What follows belongs to an exercise in optimizing a design on an open flow for small area and a short achievable clock period; a production flow would make more cautious choices. Function not checked in this run: the RTL went through the layout flow alone. No activity file was given, so power comes from the tool's default toggle rates.

### flow/design.v
module machine (
    input wire clk,
    input wire reset,
    input wire changes,
    output reg st_in,
    output reg st_buff,
    output reg st_out
);
reg cur_buff, cur_out;
always @(posedge clk) begin
    if (reset) begin
        cur_buff <= 1'b0;
        cur_out <= 1'b0;
        st_in <= 1'b1;
        st_buff <= 1'b0;
        st_out <= 1'b0;
    end else begin
        if (changes) begin
            cur_buff <= ~cur_buff;
            cur_out <= cur_buff;
        end
        st_in <= ~(cur_buff | cur_out);
        st_buff <= cur_buff;
        st_out <= cur_out;
    end
end
endmodule
module shift_register_inputs (
    input wire clk,
    input wire reset,
    input wire st_in,
    input wire st_out,
    input wire [7:0] data_in,
    input wire [1:0] selector_output,
    input wire [7:0] s0, s1, s2, s3,
    input wire [3:0] neg_r,
    output reg [7:0] x0, x1, x2, x3,
    output reg [7:0] network_outputs
);
always @(posedge clk) begin
    if (reset) begin
        x0 <= 8'hff;
        x1 <= 8'hff;
        x2 <= 8'hff;
        x3 <= 8'hff;
    end else if (st_in) begin
        x0 <= ~data_in;
        x1 <= x0;
        x2 <= x1;
        x3 <= x2;
    end else if (st_out) begin
        x0 <= neg_r[0] ? 8'hff : ~s0;
        x1 <= neg_r[1] ? 8'hff : ~s1;
        x2 <= neg_r[2] ? 8'hff : ~s2;
        x3 <= neg_r[3] ? 8'hff : ~s3;
    end
end
always @(posedge clk) begin
    case (selector_output)
        2'd0: network_outputs <= ~x0;
        2'd1: network_outputs <= ~x1;
        2'd2: network_outputs <= ~x2;
        default: network_outputs <= ~x3;
    endcase
end
endmodule
module register_parameters (
    input wire clk,
    input wire reset,
    input wire shift,
    input wire [7:0] data_in,
    output reg [191:0] p
);
always @(posedge clk) begin
    if (reset)
        p <= {192{1'b1}};
    else if (shift)
        p <= {~data_in, p[191:8]};
end
endmodule
module perceptron(
    input [7:0] xn0,
    input [7:0] xn1,
    input [7:0] xn2,
    input [7:0] xn3,
    input [7:0] wn0,
    input [7:0] wn1,
    input [7:0] wn2,
    input [7:0] wn3,
    input [7:0] bn,
    input [7:0] thn,
    output [7:0] s,
    output neg_r
);
wire p0 = ~(xn0[0] | wn0[0]);
wire p1 = ~(xn0[0] | wn0[1]);
wire p2 = ~(xn0[0] | wn0[2]);
wire p3 = ~(xn0[0] | wn0[3]);
wire p4 = ~(xn0[0] | wn0[4]);
wire p5 = ~(xn0[0] | wn0[5]);
wire p6 = ~(xn0[0] | wn0[6]);
wire p7 = ~(xn0[0] | wn0[7]);
wire p8 = ~(xn0[1] | wn0[0]);
wire p9 = ~(xn0[1] | wn0[1]);
wire p10 = ~(xn0[1] | wn0[2]);
wire p11 = ~(xn0[1] | wn0[3]);
wire p12 = ~(xn0[1] | wn0[4]);
wire p13 = ~(xn0[1] | wn0[5]);
wire p14 = ~(xn0[1] | wn0[6]);
wire p15 = ~(xn0[2] | wn0[0]);
wire p16 = ~(xn0[2] | wn0[1]);
wire p17 = ~(xn0[2] | wn0[2]);
wire p18 = ~(xn0[2] | wn0[3]);
wire p19 = ~(xn0[2] | wn0[4]);
wire p20 = ~(xn0[2] | wn0[5]);
wire p21 = ~(xn0[3] | wn0[0]);
wire p22 = ~(xn0[3] | wn0[1]);
wire p23 = ~(xn0[3] | wn0[2]);
wire p24 = ~(xn0[3] | wn0[3]);
wire p25 = ~(xn0[3] | wn0[4]);
wire p26 = ~(xn0[4] | wn0[0]);
wire p27 = ~(xn0[4] | wn0[1]);
wire p28 = ~(xn0[4] | wn0[2]);
wire p29 = ~(xn0[4] | wn0[3]);
wire p30 = ~(xn0[5] | wn0[0]);
wire p31 = ~(xn0[5] | wn0[1]);
wire p32 = ~(xn0[5] | wn0[2]);
wire p33 = ~(xn0[6] | wn0[0]);
wire p34 = ~(xn0[6] | wn0[1]);
wire p35 = ~(xn0[7] | wn0[0]);
wire p36 = ~(xn1[0] | wn1[0]);
wire p37 = ~(xn1[0] | wn1[1]);
wire p38 = ~(xn1[0] | wn1[2]);
wire p39 = ~(xn1[0] | wn1[3]);
wire p40 = ~(xn1[0] | wn1[4]);
wire p41 = ~(xn1[0] | wn1[5]);
wire p42 = ~(xn1[0] | wn1[6]);
wire p43 = ~(xn1[0] | wn1[7]);
wire p44 = ~(xn1[1] | wn1[0]);
wire p45 = ~(xn1[1] | wn1[1]);
wire p46 = ~(xn1[1] | wn1[2]);
wire p47 = ~(xn1[1] | wn1[3]);
wire p48 = ~(xn1[1] | wn1[4]);
wire p49 = ~(xn1[1] | wn1[5]);
wire p50 = ~(xn1[1] | wn1[6]);
wire p51 = ~(xn1[2] | wn1[0]);
wire p52 = ~(xn1[2] | wn1[1]);
wire p53 = ~(xn1[2] | wn1[2]);
wire p54 = ~(xn1[2] | wn1[3]);
wire p55 = ~(xn1[2] | wn1[4]);
wire p56 = ~(xn1[2] | wn1[5]);
wire p57 = ~(xn1[3] | wn1[0]);
wire p58 = ~(xn1[3] | wn1[1]);
wire p59 = ~(xn1[3] | wn1[2]);
wire p60 = ~(xn1[3] | wn1[3]);
wire p61 = ~(xn1[3] | wn1[4]);
wire p62 = ~(xn1[4] | wn1[0]);
wire p63 = ~(xn1[4] | wn1[1]);
wire p64 = ~(xn1[4] | wn1[2]);
wire p65 = ~(xn1[4] | wn1[3]);
wire p66 = ~(xn1[5] | wn1[0]);
wire p67 = ~(xn1[5] | wn1[1]);
wire p68 = ~(xn1[5] | wn1[2]);
wire p69 = ~(xn1[6] | wn1[0]);
wire p70 = ~(xn1[6] | wn1[1]);
wire p71 = ~(xn1[7] | wn1[0]);
wire p72 = ~(xn2[0] | wn2[0]);
wire p73 = ~(xn2[0] | wn2[1]);
wire p74 = ~(xn2[0] | wn2[2]);
wire p75 = ~(xn2[0] | wn2[3]);
wire p76 = ~(xn2[0] | wn2[4]);
wire p77 = ~(xn2[0] | wn2[5]);
wire p78 = ~(xn2[0] | wn2[6]);
wire p79 = ~(xn2[0] | wn2[7]);
wire p80 = ~(xn2[1] | wn2[0]);
wire p81 = ~(xn2[1] | wn2[1]);
wire p82 = ~(xn2[1] | wn2[2]);
wire p83 = ~(xn2[1] | wn2[3]);
wire p84 = ~(xn2[1] | wn2[4]);
wire p85 = ~(xn2[1] | wn2[5]);
wire p86 = ~(xn2[1] | wn2[6]);
wire p87 = ~(xn2[2] | wn2[0]);
wire p88 = ~(xn2[2] | wn2[1]);
wire p89 = ~(xn2[2] | wn2[2]);
wire p90 = ~(xn2[2] | wn2[3]);
wire p91 = ~(xn2[2] | wn2[4]);
wire p92 = ~(xn2[2] | wn2[5]);
wire p93 = ~(xn2[3] | wn2[0]);
wire p94 = ~(xn2[3] | wn2[1]);
wire p95 = ~(xn2[3] | wn2[2]);
wire p96 = ~(xn2[3] | wn2[3]);
wire p97 = ~(xn2[3] | wn2[4]);
wire p98 = ~(xn2[4] | wn2[0]);
wire p99 = ~(xn2[4] | wn2[1]);
wire p100 = ~(xn2[4] | wn2[2]);
wire p101 = ~(xn2[4] | wn2[3]);
wire p102 = ~(xn2[5] | wn2[0]);
wire p103 = ~(xn2[5] | wn2[1]);
wire p104 = ~(xn2[5] | wn2[2]);
wire p105 = ~(xn2[6] | wn2[0]);
wire p106 = ~(xn2[6] | wn2[1]);
wire p107 = ~(xn2[7] | wn2[0]);
wire p108 = ~(xn3[0] | wn3[0]);
wire p109 = ~(xn3[0] | wn3[1]);
wire p110 = ~(xn3[0] | wn3[2]);
wire p111 = ~(xn3[0] | wn3[3]);
wire p112 = ~(xn3[0] | wn3[4]);
wire p113 = ~(xn3[0] | wn3[5]);
wire p114 = ~(xn3[0] | wn3[6]);
wire p115 = ~(xn3[0] | wn3[7]);
wire p116 = ~(xn3[1] | wn3[0]);
wire p117 = ~(xn3[1] | wn3[1]);
wire p118 = ~(xn3[1] | wn3[2]);
wire p119 = ~(xn3[1] | wn3[3]);
wire p120 = ~(xn3[1] | wn3[4]);
wire p121 = ~(xn3[1] | wn3[5]);
wire p122 = ~(xn3[1] | wn3[6]);
wire p123 = ~(xn3[2] | wn3[0]);
wire p124 = ~(xn3[2] | wn3[1]);
wire p125 = ~(xn3[2] | wn3[2]);
wire p126 = ~(xn3[2] | wn3[3]);
wire p127 = ~(xn3[2] | wn3[4]);
wire p128 = ~(xn3[2] | wn3[5]);
wire p129 = ~(xn3[3] | wn3[0]);
wire p130 = ~(xn3[3] | wn3[1]);
wire p131 = ~(xn3[3] | wn3[2]);
wire p132 = ~(xn3[3] | wn3[3]);
wire p133 = ~(xn3[3] | wn3[4]);
wire p134 = ~(xn3[4] | wn3[0]);
wire p135 = ~(xn3[4] | wn3[1]);
wire p136 = ~(xn3[4] | wn3[2]);
wire p137 = ~(xn3[4] | wn3[3]);
wire p138 = ~(xn3[5] | wn3[0]);
wire p139 = ~(xn3[5] | wn3[1]);
wire p140 = ~(xn3[5] | wn3[2]);
wire p141 = ~(xn3[6] | wn3[0]);
wire p142 = ~(xn3[6] | wn3[1]);
wire p143 = ~(xn3[7] | wn3[0]);
wire s144 = ~bn[0] ^ p0 ^ p36;
wire c145 = (~bn[0] & p0) | (~bn[0] & p36) | (p0 & p36);
wire h146 = p72 ^ p108;
wire k147 = p72 & p108;
wire s148 = ~bn[1] ^ p1 ^ p8;
wire c149 = (~bn[1] & p1) | (~bn[1] & p8) | (p1 & p8);
wire s150 = p37 ^ p44 ^ p73;
wire c151 = (p37 & p44) | (p37 & p73) | (p44 & p73);
wire s152 = p80 ^ p109 ^ p116;
wire c153 = (p80 & p109) | (p80 & p116) | (p109 & p116);
wire s154 = k147 ^ c145 ^ s148;
wire c155 = (k147 & c145) | (k147 & s148) | (c145 & s148);
wire h156 = s150 ^ s152;
wire k157 = s150 & s152;
wire s158 = ~bn[2] ^ p2 ^ p9;
wire c159 = (~bn[2] & p2) | (~bn[2] & p9) | (p2 & p9);
wire s160 = p15 ^ p38 ^ p45;
wire c161 = (p15 & p38) | (p15 & p45) | (p38 & p45);
wire s162 = p51 ^ p74 ^ p81;
wire c163 = (p51 & p74) | (p51 & p81) | (p74 & p81);
wire s164 = p87 ^ p110 ^ p117;
wire c165 = (p87 & p110) | (p87 & p117) | (p110 & p117);
wire s166 = p123 ^ c149 ^ c151;
wire c167 = (p123 & c149) | (p123 & c151) | (c149 & c151);
wire s168 = c153 ^ s158 ^ s160;
wire c169 = (c153 & s158) | (c153 & s160) | (s158 & s160);
wire s170 = s162 ^ s164 ^ k157;
wire c171 = (s162 & s164) | (s162 & k157) | (s164 & k157);
wire s172 = c155 ^ s166 ^ s168;
wire c173 = (c155 & s166) | (c155 & s168) | (s166 & s168);
wire s174 = ~bn[3] ^ p3 ^ p10;
wire c175 = (~bn[3] & p3) | (~bn[3] & p10) | (p3 & p10);
wire s176 = p16 ^ p21 ^ p39;
wire c177 = (p16 & p21) | (p16 & p39) | (p21 & p39);
wire s178 = p46 ^ p52 ^ p57;
wire c179 = (p46 & p52) | (p46 & p57) | (p52 & p57);
wire s180 = p75 ^ p82 ^ p88;
wire c181 = (p75 & p82) | (p75 & p88) | (p82 & p88);
wire s182 = p93 ^ p111 ^ p118;
wire c183 = (p93 & p111) | (p93 & p118) | (p111 & p118);
wire s184 = p124 ^ p129 ^ c159;
wire c185 = (p124 & p129) | (p124 & c159) | (p129 & c159);
wire s186 = c161 ^ c163 ^ c165;
wire c187 = (c161 & c163) | (c161 & c165) | (c163 & c165);
wire s188 = s174 ^ s176 ^ s178;
wire c189 = (s174 & s176) | (s174 & s178) | (s176 & s178);
wire s190 = s180 ^ s182 ^ c167;
wire c191 = (s180 & s182) | (s180 & c167) | (s182 & c167);
wire s192 = c169 ^ s184 ^ s186;
wire c193 = (c169 & s184) | (c169 & s186) | (s184 & s186);
wire s194 = s188 ^ c171 ^ s190;
wire c195 = (s188 & c171) | (s188 & s190) | (c171 & s190);
wire h196 = c173 ^ s192;
wire k197 = c173 & s192;
wire s198 = ~bn[4] ^ p4 ^ p11;
wire c199 = (~bn[4] & p4) | (~bn[4] & p11) | (p4 & p11);
wire s200 = p17 ^ p22 ^ p26;
wire c201 = (p17 & p22) | (p17 & p26) | (p22 & p26);
wire s202 = p40 ^ p47 ^ p53;
wire c203 = (p40 & p47) | (p40 & p53) | (p47 & p53);
wire s204 = p58 ^ p62 ^ p76;
wire c205 = (p58 & p62) | (p58 & p76) | (p62 & p76);
wire s206 = p83 ^ p89 ^ p94;
wire c207 = (p83 & p89) | (p83 & p94) | (p89 & p94);
wire s208 = p98 ^ p112 ^ p119;
wire c209 = (p98 & p112) | (p98 & p119) | (p112 & p119);
wire s210 = p125 ^ p130 ^ p134;
wire c211 = (p125 & p130) | (p125 & p134) | (p130 & p134);
wire s212 = c175 ^ c177 ^ c179;
wire c213 = (c175 & c177) | (c175 & c179) | (c177 & c179);
wire s214 = c181 ^ c183 ^ s198;
wire c215 = (c181 & c183) | (c181 & s198) | (c183 & s198);
wire s216 = s200 ^ s202 ^ s204;
wire c217 = (s200 & s202) | (s200 & s204) | (s202 & s204);
wire s218 = s206 ^ s208 ^ s210;
wire c219 = (s206 & s208) | (s206 & s210) | (s208 & s210);
wire s220 = c185 ^ c187 ^ c189;
wire c221 = (c185 & c187) | (c185 & c189) | (c187 & c189);
wire s222 = s212 ^ s214 ^ s216;
wire c223 = (s212 & s214) | (s212 & s216) | (s214 & s216);
wire s224 = s218 ^ c191 ^ c193;
wire c225 = (s218 & c191) | (s218 & c193) | (c191 & c193);
wire s226 = s220 ^ s222 ^ k197;
wire c227 = (s220 & s222) | (s220 & k197) | (s222 & k197);
wire h228 = c195 ^ s224;
wire k229 = c195 & s224;
wire s230 = ~bn[5] ^ p5 ^ p12;
wire c231 = (~bn[5] & p5) | (~bn[5] & p12) | (p5 & p12);
wire s232 = p18 ^ p23 ^ p27;
wire c233 = (p18 & p23) | (p18 & p27) | (p23 & p27);
wire s234 = p30 ^ p41 ^ p48;
wire c235 = (p30 & p41) | (p30 & p48) | (p41 & p48);
wire s236 = p54 ^ p59 ^ p63;
wire c237 = (p54 & p59) | (p54 & p63) | (p59 & p63);
wire s238 = p66 ^ p77 ^ p84;
wire c239 = (p66 & p77) | (p66 & p84) | (p77 & p84);
wire s240 = p90 ^ p95 ^ p99;
wire c241 = (p90 & p95) | (p90 & p99) | (p95 & p99);
wire s242 = p102 ^ p113 ^ p120;
wire c243 = (p102 & p113) | (p102 & p120) | (p113 & p120);
wire s244 = p126 ^ p131 ^ p135;
wire c245 = (p126 & p131) | (p126 & p135) | (p131 & p135);
wire s246 = p138 ^ c199 ^ c201;
wire c247 = (p138 & c199) | (p138 & c201) | (c199 & c201);
wire s248 = c203 ^ c205 ^ c207;
wire c249 = (c203 & c205) | (c203 & c207) | (c205 & c207);
wire s250 = c209 ^ c211 ^ s230;
wire c251 = (c209 & c211) | (c209 & s230) | (c211 & s230);
wire s252 = s232 ^ s234 ^ s236;
wire c253 = (s232 & s234) | (s232 & s236) | (s234 & s236);
wire s254 = s238 ^ s240 ^ s242;
wire c255 = (s238 & s240) | (s238 & s242) | (s240 & s242);
wire s256 = s244 ^ c213 ^ c215;
wire c257 = (s244 & c213) | (s244 & c215) | (c213 & c215);
wire s258 = c217 ^ c219 ^ s246;
wire c259 = (c217 & c219) | (c217 & s246) | (c219 & s246);
wire s260 = s248 ^ s250 ^ s252;
wire c261 = (s248 & s250) | (s248 & s252) | (s250 & s252);
wire s262 = s254 ^ c221 ^ c223;
wire c263 = (s254 & c221) | (s254 & c223) | (c221 & c223);
wire s264 = s256 ^ s258 ^ s260;
wire c265 = (s256 & s258) | (s256 & s260) | (s258 & s260);
wire s266 = c225 ^ s262 ^ c227;
wire c267 = (c225 & s262) | (c225 & c227) | (s262 & c227);
wire h268 = k229 ^ s264;
wire k269 = k229 & s264;
wire s270 = ~bn[6] ^ p6 ^ p13;
wire c271 = (~bn[6] & p6) | (~bn[6] & p13) | (p6 & p13);
wire s272 = p19 ^ p24 ^ p28;
wire c273 = (p19 & p24) | (p19 & p28) | (p24 & p28);
wire s274 = p31 ^ p33 ^ p42;
wire c275 = (p31 & p33) | (p31 & p42) | (p33 & p42);
wire s276 = p49 ^ p55 ^ p60;
wire c277 = (p49 & p55) | (p49 & p60) | (p55 & p60);
wire s278 = p64 ^ p67 ^ p69;
wire c279 = (p64 & p67) | (p64 & p69) | (p67 & p69);
wire s280 = p78 ^ p85 ^ p91;
wire c281 = (p78 & p85) | (p78 & p91) | (p85 & p91);
wire s282 = p96 ^ p100 ^ p103;
wire c283 = (p96 & p100) | (p96 & p103) | (p100 & p103);
wire s284 = p105 ^ p114 ^ p121;
wire c285 = (p105 & p114) | (p105 & p121) | (p114 & p121);
wire s286 = p127 ^ p132 ^ p136;
wire c287 = (p127 & p132) | (p127 & p136) | (p132 & p136);
wire s288 = p139 ^ p141 ^ c231;
wire c289 = (p139 & p141) | (p139 & c231) | (p141 & c231);
wire s290 = c233 ^ c235 ^ c237;
wire c291 = (c233 & c235) | (c233 & c237) | (c235 & c237);
wire s292 = c239 ^ c241 ^ c243;
wire c293 = (c239 & c241) | (c239 & c243) | (c241 & c243);
wire s294 = c245 ^ s270 ^ s272;
wire c295 = (c245 & s270) | (c245 & s272) | (s270 & s272);
wire s296 = s274 ^ s276 ^ s278;
wire c297 = (s274 & s276) | (s274 & s278) | (s276 & s278);
wire s298 = s280 ^ s282 ^ s284;
wire c299 = (s280 & s282) | (s280 & s284) | (s282 & s284);
wire s300 = s286 ^ c247 ^ c249;
wire c301 = (s286 & c247) | (s286 & c249) | (c247 & c249);
wire s302 = c251 ^ c253 ^ c255;
wire c303 = (c251 & c253) | (c251 & c255) | (c253 & c255);
wire s304 = s288 ^ s290 ^ s292;
wire c305 = (s288 & s290) | (s288 & s292) | (s290 & s292);
wire s306 = s294 ^ s296 ^ s298;
wire c307 = (s294 & s296) | (s294 & s298) | (s296 & s298);
wire s308 = c257 ^ c259 ^ s300;
wire c309 = (c257 & c259) | (c257 & s300) | (c259 & s300);
wire s310 = c261 ^ s302 ^ s304;
wire c311 = (c261 & s302) | (c261 & s304) | (s302 & s304);
wire s312 = s306 ^ c263 ^ s308;
wire c313 = (s306 & c263) | (s306 & s308) | (c263 & s308);
wire s314 = c265 ^ s310 ^ k269;
wire c315 = (c265 & s310) | (c265 & k269) | (s310 & k269);
wire h316 = s312 ^ c267;
wire k317 = s312 & c267;
wire x318 = ~bn[7] ^ p7;
wire x319 = p14 ^ p20;
wire x320 = p25 ^ p29;
wire x321 = p32 ^ p34;
wire x322 = p35 ^ p43;
wire x323 = p50 ^ p56;
wire x324 = p61 ^ p65;
wire x325 = p68 ^ p70;
wire x326 = p71 ^ p79;
wire x327 = p86 ^ p92;
wire x328 = p97 ^ p101;
wire x329 = p104 ^ p106;
wire x330 = p107 ^ p115;
wire x331 = p122 ^ p128;
wire x332 = p133 ^ p137;
wire x333 = p140 ^ p142;
wire x334 = p143 ^ x318;
wire x335 = x319 ^ x320;
wire x336 = x321 ^ x322;
wire x337 = x323 ^ x324;
wire x338 = x325 ^ x326;
wire x339 = x327 ^ x328;
wire x340 = x329 ^ x330;
wire x341 = x331 ^ x332;
wire x342 = x333 ^ c271;
wire x343 = c273 ^ c275;
wire x344 = c277 ^ c279;
wire x345 = c281 ^ c283;
wire x346 = c285 ^ c287;
wire x347 = x334 ^ x335;
wire x348 = x336 ^ x337;
wire x349 = x338 ^ x339;
wire x350 = x340 ^ x341;
wire x351 = x342 ^ x343;
wire x352 = x344 ^ x345;
wire x353 = x346 ^ x347;
wire x354 = x348 ^ x349;
wire x355 = x350 ^ c289;
wire x356 = c291 ^ c293;
wire x357 = x351 ^ x352;
wire x358 = x353 ^ x354;
wire x359 = c295 ^ c297;
wire x360 = c299 ^ x355;
wire x361 = x356 ^ x357;
wire x362 = x358 ^ x359;
wire x363 = x360 ^ x361;
wire x364 = c301 ^ c303;
wire x365 = c305 ^ x362;
wire x366 = c307 ^ x363;
wire x367 = x364 ^ x365;
wire x368 = x366 ^ x367;
wire x369 = c309 ^ c311;
wire x370 = x368 ^ x369;
wire x371 = c313 ^ x370;
wire x372 = x371 ^ c315;
wire x373 = k317 ^ x372;
wire h374 = s144 ^ h146;
wire k375 = s144 & h146;
wire s376 = s154 ^ h156 ^ thn[1];
wire c377 = (s154 & h156) | (s154 & thn[1]) | (h156 & thn[1]);
wire s378 = s170 ^ s172 ^ thn[2];
wire c379 = (s170 & s172) | (s170 & thn[2]) | (s172 & thn[2]);
wire s380 = s194 ^ h196 ^ thn[3];
wire c381 = (s194 & h196) | (s194 & thn[3]) | (h196 & thn[3]);
wire s382 = s226 ^ h228 ^ thn[4];
wire c383 = (s226 & h228) | (s226 & thn[4]) | (h228 & thn[4]);
wire s384 = s266 ^ h268 ^ thn[5];
wire c385 = (s266 & h268) | (s266 & thn[5]) | (h268 & thn[5]);
wire s386 = s314 ^ h316 ^ thn[6];
wire c387 = (s314 & h316) | (s314 & thn[6]) | (h316 & thn[6]);
wire x388 = x373 ^ thn[7];
wire x389 = x388 ^ c387;
wire [6:0] ra = {s314, s266, s226, s194, s170, s154, s144};
wire [6:0] rb = {h316, h268, h228, h196, s172, h156, h146};
wire [7:0] lo = {1'b0, ra} + {1'b0, rb};
assign s = {x373 ^ lo[7], lo[6:0]};
wire [6:0] ta = {c385, c383, c381, c379, c377, k375, thn[0]};
wire [6:0] tb = {s386, s384, s382, s380, s378, s376, h374};
wire [7:0] tl = {1'b0, ta} + {1'b0, tb} + 8'd1;
assign neg_r = x389 ^ tl[7];
endmodule
module neural_network (
    input wire clk,
    input wire reset,
    input wire changes,
    input wire [1:0] selector_output,
    input wire [7:0] data_in,
    output wire [7:0] network_outputs
);
wire st_in, st_buff, st_out;
machine machine_inst (
    .clk(clk), .reset(reset), .changes(changes),
    .st_in(st_in), .st_buff(st_buff), .st_out(st_out)
);
wire [191:0] p;
register_parameters reg_params_inst (
    .clk(clk), .reset(reset), .shift(st_buff), .data_in(data_in), .p(p)
);
wire [7:0] x0, x1, x2, x3;
wire [7:0] s0, s1, s2, s3;
wire [3:0] neg_r;
shift_register_inputs shift_reg_inst (
    .clk(clk), .reset(reset), .st_in(st_in), .st_out(st_out),
    .data_in(data_in), .selector_output(selector_output),
    .s0(s0), .s1(s1), .s2(s2), .s3(s3), .neg_r(neg_r),
    .x0(x0), .x1(x1), .x2(x2), .x3(x3),
    .network_outputs(network_outputs)
);
wire [7:0] w00 = p[7:0];
wire [7:0] w01 = p[15:8];
wire [7:0] w02 = p[23:16];
wire [7:0] w03 = p[31:24];
wire [7:0] b0 = p[39:32];
wire [7:0] th0 = p[47:40];
wire [7:0] w10 = p[55:48];
wire [7:0] w11 = p[63:56];
wire [7:0] w12 = p[71:64];
wire [7:0] w13 = p[79:72];
wire [7:0] b1 = p[87:80];
wire [7:0] th1 = p[95:88];
wire [7:0] w20 = p[103:96];
wire [7:0] w21 = p[111:104];
wire [7:0] w22 = p[119:112];
wire [7:0] w23 = p[127:120];
wire [7:0] b2 = p[135:128];
wire [7:0] th2 = p[143:136];
wire [7:0] w30 = p[151:144];
wire [7:0] w31 = p[159:152];
wire [7:0] w32 = p[167:160];
wire [7:0] w33 = p[175:168];
wire [7:0] b3 = p[183:176];
wire [7:0] th3 = p[191:184];
perceptron perceptron0 (.xn0(x0), .xn1(x1), .xn2(x2), .xn3(x3), .wn0(w00), .wn1(w01), .wn2(w02), .wn3(w03), .bn(b0), .thn(th0), .s(s0), .neg_r(neg_r[0]));
perceptron perceptron1 (.xn0(x0), .xn1(x1), .xn2(x2), .xn3(x3), .wn0(w10), .wn1(w11), .wn2(w12), .wn3(w13), .bn(b1), .thn(th1), .s(s1), .neg_r(neg_r[1]));
perceptron perceptron2 (.xn0(x0), .xn1(x1), .xn2(x2), .xn3(x3), .wn0(w20), .wn1(w21), .wn2(w22), .wn3(w23), .bn(b2), .thn(th2), .s(s2), .neg_r(neg_r[2]));
perceptron perceptron3 (.xn0(x0), .xn1(x1), .xn2(x2), .xn3(x3), .wn0(w30), .wn1(w31), .wn2(w32), .wn3(w33), .bn(b3), .thn(th3), .s(s3), .neg_r(neg_r[3]));
endmodule
### flow/run.sh
#!/bin/bash
# synth_recipe.tcl (not shown) runs the flow's synth.tcl, then flattens the netlist and writes it again
# the make line also repeats each setting of config.mk as NAME=value (left out here)
make -C /OpenROAD-flow-scripts/flow DESIGN_CONFIG=/design/flow/config.mk WORK_HOME=/design/flow/orfs CLKGATE_MAP_FILE= SYNTH_SCRIPT=/design/flow/synth_recipe.tcl finish
### flow/config.mk
export PLATFORM = sky130hd
export DESIGN_NAME = neural_network
export DESIGN_NICKNAME = neural_network
export VERILOG_FILES = /design/flow/design.v
export SDC_FILE = /design/flow/constraint.sdc
export NUM_CORES = 4
export LEC_CHECK = 0
export CAP_MARGIN = 20
export CORE_MARGIN = 2
export CORE_UTILIZATION = 40
export SLEW_MARGIN = 20
### flow/constraint.sdc
create_clock -name core_clock -period 9.0 [get_ports {clk}]
set_input_delay 1.8000 -clock core_clock [delete_from_list [all_inputs] [get_ports {clk}]]
set_output_delay 1.8000 -clock core_clock [all_outputs]
set_load 0.01 [all_outputs]
==> run summary <==
## metrics by stage
stage,std cells,setup slack (ns),util (%),total power [W]
2_1_floorplan,2653,2.92,-,0.00141
3_3_place_gp,3313,2.26,41.6,0.00157
3_5_place_dp,3313,2.02,41.6,0.00158
4_1_cts,3365,2.00,43.2,0.00277
5_1_grt,3365,1.65,43.2,0.00285
6_report,3365,1.94,43.2,0.00276
## power by group
group	switching (W)	leakage [nW]	internal (W)	total [W]
combinational	0.000259	8.11	0.000141	0.000400
clock	0.000504	0.463	0.000681	0.00119
sequential	0.0000942	1.93	0.00108	0.00117
total	0.000858	10.5	0.00190	0.00276
## metal layers
| metal | wire length (um) | vias up |
|---|---|---|
| met5 | 0 | - |
| met4 | 2840 | 0 |
| met2 | 32400 | 697 |
| li1 | - | 7861 |
| met3 | 5960 | 150 |
| met1 | 30600 | 8815 |
## final cells by class
cell class                 instances  area share (%)
clock inverter                    18           0.817
tap                              773            3.80
multi-input combinational       1853            66.1
sequential                       237            18.7
inverter                         396            5.87
timing repair buffer              54            1.79
clock buffer                      34            2.92
## critical path, delay by kind of cell (launching register included)
family                   cells  cell delay, ns
flip-flops                   1            1.15
adder cells (fa/ha/maj)      9            3.27
AO/OA/AOI/OAI                4            1.02
XOR/XNOR                     2            0.79
buffers and inverters        5            0.60
AND/OR/NAND/NOR              1            0.08
## kinds of logic after synthesis
group,Yosys count
AO/OA/AOI/OAI,179
buffers and inverters,563
XOR/XNOR,253
multiplexers,173
AND/OR/NAND/NOR,820
flip-flops,237
adder cells (fa/ha/maj),428
## sequential cells by signal, summed over array words and instances (netlist names)
name,count
reg_params_inst.p,192
machine_inst.st_buff,1
shift_reg_inst.x2,8
machine_inst.cur_out,1
machine_inst.st_in,1
machine_inst.cur_buff,1
machine_inst.st_out,1
shift_reg_inst.x3,8
shift_reg_inst.x1,8
shift_reg_inst.x0,8
shift_reg_inst.network_outputs,8
## worst paths after layout
check,slack (ns),end,depth (start not counted),startpoint
worst max-delay path,1.94,shift_reg_inst.x2[3]$_SDFFE_PP1P_,21,shift_reg_inst.x3[1]$_SDFFE_PP1P_
worst min-delay path,0.48,reg_params_inst.p[75]$_SDFFE_PP1P_,2,reg_params_inst.p[83]$_SDFFE_PP1P_
worst max register to register,1.94,shift_reg_inst.x2[3]$_SDFFE_PP1P_,21,shift_reg_inst.x3[1]$_SDFFE_PP1P_
worst min register to register,0.48,reg_params_inst.p[75]$_SDFFE_PP1P_,2,reg_params_inst.p[83]$_SDFFE_PP1P_
## placed cells by master (no fill, tap or decap), drive strengths merged, types with 23 or more instances in the layout
cell type  count
or2          120
xor2          54
dfxtp        237
clkbuf        34
inv          398
nor2         474
buf           34
xnor2        195
o21ai         23
fa           352
a21oi         52
nand2        205
mux2i        165
ha            76
==> results.sh <==
export IMPL_status="timing/DRC/antenna clean"
export IMPL_filler_cell_count=5763
export IMPL_track_usage_pct=24.1
export IMPL_grt_pass1_wl_mm=111
export IMPL_initial_utilization_pct=40.4
export IMPL_post_synth_edffs=0
export IMPL_post_synth_fa_ha_maj_area_fraction_pct=33.7
export IMPL_num_vias=17500
export IMPL_worst_pin_slew_ns=1.26
export IMPL_num_rows=89
export IMPL_cts_hold_buf=0
export IMPL_final_seq_area_mm2=0.00475
export IMPL_groute_layer_met3_usage_pct=4.26
export IMPL_area_of_the_multi_input_gates_mm2=0.0168
export IMPL_synthArstFlopShare_pct=0
export IMPL_clock_sinks=237
export IMPL_tritoncts="done"
export IMPL_cts_buffers=28
export IMPL_yosysSeqAreaShare_pct=20.0
export IMPL_critical_path_peak_fanout=14
export IMPL_synth_cell_area_mm2=0.0237
export IMPL_wirelength_mm=71.8
export IMPL_post_route_cells_drive_above_1_share_pct=8.87
export IMPL_drtIter0Drc=1426
export IMPL_area_delta_synth_final_pct=7.10
export IMPL_antenna_found_initial=0
export IMPL_finalClockSkew_ns=0.0202
export IMPL_overflow=0
export IMPL_crit_path_top_delay_cell="dfxtp_1"
export IMPL_final_net_count=3011
export IMPL_gr_peak_layer="met2"
export IMPL_synth_largest_area_cell="fa_1"
export IMPL_dp_hpwl_mm=52.1
export IMPL_setup_viol=0
export IMPL_crit_path_start_kind="flop"
export IMPL_antenna_cells=0
export IMPL_cellLeakagePower_nw=10.5
export IMPL_synth_top_cell_area_share_pct=29.7
export IMPL_drtAntennaViolNets=0
export IMPL_clkTransAtPathRegs_ns=0.06
export IMPL_cts_repair_resize_count=0
export IMPL_pin_count=21
export IMPL_grt_util_met2_pct=38.1
export IMPL_cts_max_level=1
export IMPL_slew_headroom_pct=16.2
export IMPL_setup_tns_final_ns=0
export IMPL_finish_instance_area_mm2=0.0254
export IMPL_cell_types_with_the_highest_counts_after_synthesis="nor2_1, inv_1, fa_1, dfxtp_1, nand2_1"
export IMPL_synth_simple_gate_area_share_pct=14.5
export IMPL_worst_ir_drop_on_vdd_mv=0.136
export IMPL_combinational_family_with_the_most_area_after_synthesis="adder cells"
export IMPL_die_height_um=248
export IMPL_yosys_top_cells_area="fa_1, dfxtp_1, nor2_1, xnor2_1, mux2i_1"
export IMPL_detail_route_drc_violations=0
export IMPL_die_w_um=248
export IMPL_yosys_area_share_xor_xnor_pct=9.90
export IMPL_final_period_utilization_pct=78.5
export IMPL_p_per_area_mw_per_mm2=109
export IMPL_ys_dominant_reg_cell="dfxtp_1"
export IMPL_clock_latency_ns=0.60
export IMPL_die_outline_area_mm2=0.0613
export IMPL_rsz0062_at_grt="no"
export IMPL_finalHoldViolations=0
export IMPL_clock_tree_root_cell="clkbuf_16"
export IMPL_post_synth_top_count_cell="nor2_1"
export IMPL_timing_critical_path_slowest_cell_delay_ns=1.15
export IMPL_syn_instance_count=2653
export IMPL_grt_pass1_vias=18400
export IMPL_cap_viol_max_count=0
export IMPL_minimum_hold_slack_ns=0.477
export IMPL_synthDistinctLibCells=47
export IMPL_timing_setup_critical_path_class="flop to flop"
export IMPL_final_period_minus_worst_setup_slack_ns=7.06
export IMPL_most_common_cell_on_crit_path="fa_1"
export IMPL_postPlaceCellArea_mm2=0.0245
export IMPL_synthesis_yosys_warnings=3
export IMPL_core_area_mm2=0.0588
export IMPL_worstPathCellList="buf_4 -> nor2_1 -> fa_1 -> fa_1 -> fa_1 -> inv_1 -> fa_1 -> inv_1 -> ha_1 -> ha_1 -> inv_1 -> fa_1 -> fa_1 -> inv_1 -> ha_1 -> a2111oi_0 -> a21oi_1 -> xnor2_1 -> xnor2_4 -> a31oi_1 -> a211o_1"
export IMPL_portBuffers=20
export IMPL_ys_seq_elements=237
export IMPL_worst_endpoint_required_ns=9.47
export IMPL_final_weighted_congestion_in_routability_driven_placement=0.907
export IMPL_multiplexer_share_of_the_synthesized_area_pct=7.72
export IMPL_slew_viol_final=0
export IMPL_avgSynthCellArea_um2=8.95
export IMPL_clk_path_buf_depth=3
export IMPL_post_drt_wl_per_cell_um=21.3
export IMPL_use_met1_pct=33.1
export IMPL_detailedRoute_firstPassIterationCount=6
export IMPL_worstHoldPathType="flop to flop"
export IMPL_post_cts_repair_setup_buffers=0
export IMPL_drt_vias_per_instance=5.21
export IMPL_maxClockFrequency_mhz=142
export IMPL_worst_ep_arrival_time_ns=7.53
export IMPL_grt_start_max_net_pins=99
export IMPL_synthesized_area_fraction_occupied_by_ao_oa_aoi_and_oai_cells_pct=5.00
export IMPL_setup_worst_path_end_class="flop"
export IMPL_synth_net_count=3094

[what the ideal ports hide]
The flow's constraints put no driver on any port. The routed layout listed below was extracted and timed again, unchanged, in two steps. Step 1 (the two cells are an assumption about what drives the block):
set clk [get_ports {clk}]
set_driving_cell -lib_cell sky130_fd_sc_hd__clkbuf_16 $clk
set_driving_cell -lib_cell sky130_fd_sc_hd__buf_2 [delete_from_list [all_inputs] $clk]
Step 2 adds t to the input delays and takes it off the output delays; t is the mean of the earliest and latest rising clock arrival at the registers after step 1. Input paths then give back, and output paths get back, about the clock's delay inside the block. Three values: ideal ports, drivers, drivers and shift; two values: the first two.
shift t [ns]: 0.641
setup WS [ns]: 1.938 / 1.938 / 1.938
slew at the worst register clock pin (ns): 0.07 / 0.07
After both steps this run still meets setup and hold. The setup slack of this run moves by 0.000 ns with the drivers and by 0.000 ns with both steps.
